Background: an optimization exercise with open tools, aiming at small area. Do not read the settings as production practice.

==> module ALU_ft, before the edit <==
module ALU_ft (
    input              clk,
    input              rst,
    input      [31:0]  A,
    input      [31:0]  B,
    input      [2:0]   ALUControl,
    output reg [31:0]  Result,
    output reg         Zero,
    output reg         Carry,
    output reg         OverFlow,
    output             Negative,
    output reg         fault_detected_out
);
    wire [31:0] res;
    wire z, nz, cout, c31;
    ALU u_alu (
        .A(A),
        .B(B),
        .ALUControl(ALUControl),
        .res(res),
        .z(z),
        .nz(nz),
        .cout(cout),
        .c31(c31)
    );
    reg        q;
    reg        mism;
    reg [31:0] t2;
    wire f     = fault_detected_out;
    wire s3    = q & f;
    wire load  = q & (f | ~mism);
    wire nload = ~load;
    wire arith = ~ALUControl[2] & ~ALUControl[1];
    wire [31:0] r_d;
    genvar i;
    generate
        for (i = 0; i < 32; i = i + 1) begin : hold
            c_o22a u_h (.a1(res[i]), .a2(nload), .b1(Result[i]), .b2(load), .y(r_d[i]));
        end
    endgenerate
    wire [31:0] t2_d;
    wire ns3 = ~s3;
    generate
        for (i = 0; i < 32; i = i + 1) begin : t2hold
            c_o22a u_t (.a1(res[i]), .a2(s3), .b1(t2[i]), .b2(ns3), .y(t2_d[i]));
        end
    endgenerate
    wire zero_d, carry_d, ovf_d, mism_d, cmp_r;
    wire nmism = ~mism;
    c_o22a u_zd (.a1(z), .a2(nload), .b1(Zero), .b2(load), .y(zero_d));
    c_o22a u_cd (.a1(arith & cout), .a2(nload), .b1(Carry), .b2(load), .y(carry_d));
    c_o22a u_vd (.a1(arith & (cout ^ c31)), .a2(nload), .b1(OverFlow), .b2(load), .y(ovf_d));
    c_o22a u_mc (.a1(ne), .a2(mism), .b1(nz), .b2(nmism), .y(cmp_r));
    assign mism_d = ~q & cmp_r;
    wire [31:0] eq;
    wire [7:0]  e4n;
    wire [1:0]  e16;
    wire        ne;
    generate
        for (i = 0; i < 32; i = i + 1) begin : cmp
            c_xnor2 u_x (.a(res[i]), .b(t2[i]), .y(eq[i]));
        end
        for (i = 0; i < 8; i = i + 1) begin : cmp4
            c_nand4 u_n (.a(eq[4*i]), .b(eq[4*i+1]), .c(eq[4*i+2]), .d(eq[4*i+3]), .y(e4n[i]));
        end
        for (i = 0; i < 2; i = i + 1) begin : cmp16
            c_nor4 u_r (.a(e4n[4*i]), .b(e4n[4*i+1]), .c(e4n[4*i+2]), .d(e4n[4*i+3]), .y(e16[i]));
        end
    endgenerate
    c_nand2 u_ne (.a(e16[0]), .b(e16[1]), .y(ne));
    always @(posedge clk or negedge rst) begin
        if (!rst) begin
            q                  <= 1'b0;
            fault_detected_out <= 1'b0;
            Result             <= 32'b0;
            Zero               <= 1'b0;
            Carry              <= 1'b0;
            OverFlow           <= 1'b0;
        end
        else begin
            q                  <= ~q | (~f & mism);
            fault_detected_out <= q & (f | mism);
            Result             <= r_d;
            Zero               <= zero_d;
            Carry              <= carry_d;
            OverFlow           <= ovf_d;
        end
    end
    always @(posedge clk or negedge rst) begin
        if (!rst)
            mism <= 1'b1;
        else
            mism <= mism_d;
    end
    always @(posedge clk) begin
        t2 <= t2_d;
    end
    assign Negative = Result[31];
endmodule
clock: 6.0 ns
lec_check: 0
cap_margin: 10
core_margin: 2
core_utilization: 40
slew_margin: 10
synth_hierarchical: 1
standard.sh (not shown) runs the stock make flow with config.mk's settings and CLKGATE_MAP_FILE= SYNTH_SCRIPT=/design/flow/synth_recipe.tcl, a recipe that flattens the netlist after the stock synthesis.
==> flow/flow/run.sh <==
#!/bin/bash
# Own flow: the standard layout (standard.sh, unchanged synthesis) with
#  - the synthesized netlist's combinational cells set to drive strength 1
#    (flow/downsize.py) before floorplanning; the flow's repair steps size
#    them up again where needed;
#  - port buffers made sky130_fd_sc_hd__buf_1 (BUFFER_PORTS_ARGS);
#  - clock tree synthesis without dummy loads, with clkbuf_4 buffers
#    (CTS_ARGS; the rest as cts.tcl sets them).
# Every tool's full output stays in orfs/logs/ under this folder; make's
# output goes to synth.log and layout.log here, downsize.py's to downsize.log.
set -euo pipefail
export BUFFER_PORTS_ARGS="-buffer_cell sky130_fd_sc_hd__buf_1"
export CTS_ARGS="-sink_clustering_enable -repair_clock_nets -buf_list sky130_fd_sc_hd__clkbuf_4 -sink_clustering_size 30 -dont_use_dummy_load"
res=orfs/results/$FLOW_PLATFORM/ALU_ft/base
bash standard.sh synth > synth.log 2>&1
python3 flow/downsize.py $res/1_2_yosys.v $FLOW_HOME/platforms/$FLOW_PLATFORM/lib/sky130_fd_sc_hd__tt_025C_1v80.lib > downsize.log 2>&1
touch $res/1_2_yosys.v $res/1_2_yosys.sdc
rm -f $res/1_synth.odb $res/1_synth.sdc
bash standard.sh finish > layout.log 2>&1
test -f out/final.def
Other scripts of this flow, unchanged in this note and not shown: flow/flow/downsize.py
Rerun with:
--- a/flow/design.v
+++ b/flow/design.v
@@ -737,4 +737,5 @@
     );
     reg        q;
+    reg        t2_valid;
     reg        mism;
     reg [31:0] t2;
@@ -758,14 +759,13 @@
         end
     endgenerate
-    wire zero_d, carry_d, ovf_d, mism_d, cmp_r;
-    wire nmism = ~mism;
+    wire zero_d, carry_d, ovf_d, mism_d;
+    wire nt2v = ~t2_valid;
     c_o22a u_zd (.a1(z), .a2(nload), .b1(Zero), .b2(load), .y(zero_d));
     c_o22a u_cd (.a1(arith & cout), .a2(nload), .b1(Carry), .b2(load), .y(carry_d));
     c_o22a u_vd (.a1(arith & (cout ^ c31)), .a2(nload), .b1(OverFlow), .b2(load), .y(ovf_d));
-    c_o22a u_mc (.a1(ne), .a2(mism), .b1(nz), .b2(nmism), .y(cmp_r));
-    assign mism_d = ~q & cmp_r;
+    c_o22a u_md (.a1(ne), .a2(nt2v), .b1(nz), .b2(t2_valid), .y(mism_d));
     wire [31:0] eq;
     wire [7:0]  e4n;
-    wire [1:0]  e16;
+    wire [3:0]  e8;
     wire        ne;
     generate
@@ -776,13 +776,14 @@
             c_nand4 u_n (.a(eq[4*i]), .b(eq[4*i+1]), .c(eq[4*i+2]), .d(eq[4*i+3]), .y(e4n[i]));
         end
-        for (i = 0; i < 2; i = i + 1) begin : cmp16
-            c_nor4 u_r (.a(e4n[4*i]), .b(e4n[4*i+1]), .c(e4n[4*i+2]), .d(e4n[4*i+3]), .y(e16[i]));
+        for (i = 0; i < 4; i = i + 1) begin : cmp8
+            c_nor2 u_r (.a(e4n[2*i]), .b(e4n[2*i+1]), .y(e8[i]));
         end
     endgenerate
-    c_nand2 u_ne (.a(e16[0]), .b(e16[1]), .y(ne));
+    c_nand4 u_ne (.a(e8[0]), .b(e8[1]), .c(e8[2]), .d(e8[3]), .y(ne));
     always @(posedge clk or negedge rst) begin
         if (!rst) begin
             q                  <= 1'b0;
             fault_detected_out <= 1'b0;
+            t2_valid           <= 1'b0;
             Result             <= 32'b0;
             Zero               <= 1'b0;
@@ -793,4 +794,5 @@
             q                  <= ~q | (~f & mism);
             fault_detected_out <= q & (f | mism);
+            t2_valid           <= 1'b1;
             Result             <= r_d;
             Zero               <= zero_d;
@@ -799,12 +801,7 @@
         end
     end
-    always @(posedge clk or negedge rst) begin
-        if (!rst)
-            mism <= 1'b1;
-        else
-            mism <= mism_d;
-    end
     always @(posedge clk) begin
-        t2 <= t2_d;
+        mism <= mism_d;
+        t2   <= t2_d;
     end
     assign Negative = Result[31];
Outcome:
- register-to-register slack degrades by 0.99 ns
- cell area barely changes
- utilization shrinks by 0.10 points
- worst setup slack improves by 0.071 ns
- wire length grows by 1.6%
No run of this note included a check of the RTL's function; only the layout flow was run.

==> afterwards: timing with drivers on the ports <==
No port has a modelled driver above. Below, the same layouts with a new extraction and two added sets of constraints.
Step 1: set_driving_cell puts a clkbuf_16 on clk and a buf_2 on each other input, an assumption about the parent block.
Step 2 adds t to the input delays and takes it off the output delays; t is the mean of the earliest and latest rising clock arrival at the registers after step 1. Input paths then give back, and output paths get back, about the clock's delay inside the block.
Three values: ideal, step 1, step 2; two values: the first two.
| run | t, ns | setup WS [ns] | worst setup path after step 2 | latest minus earliest clock arrival (ns) | cell pins on the clock port's net |
|---|---|---|---|---|---|
| the first run | 0.417 | 0.516 / 0.513 / 0.096 | input to register | 0.025 / 0.026 | 1 |
| the second run | 0.426 | 0.587 / 0.589 / 0.162 | input to register | 0.037 / 0.037 | 1 |
After both steps setup and hold are still met in every run listed. For the second run, which loses most, drivers alone change the setup slack by +0.002 ns; drivers and shift together by -0.425 ns.
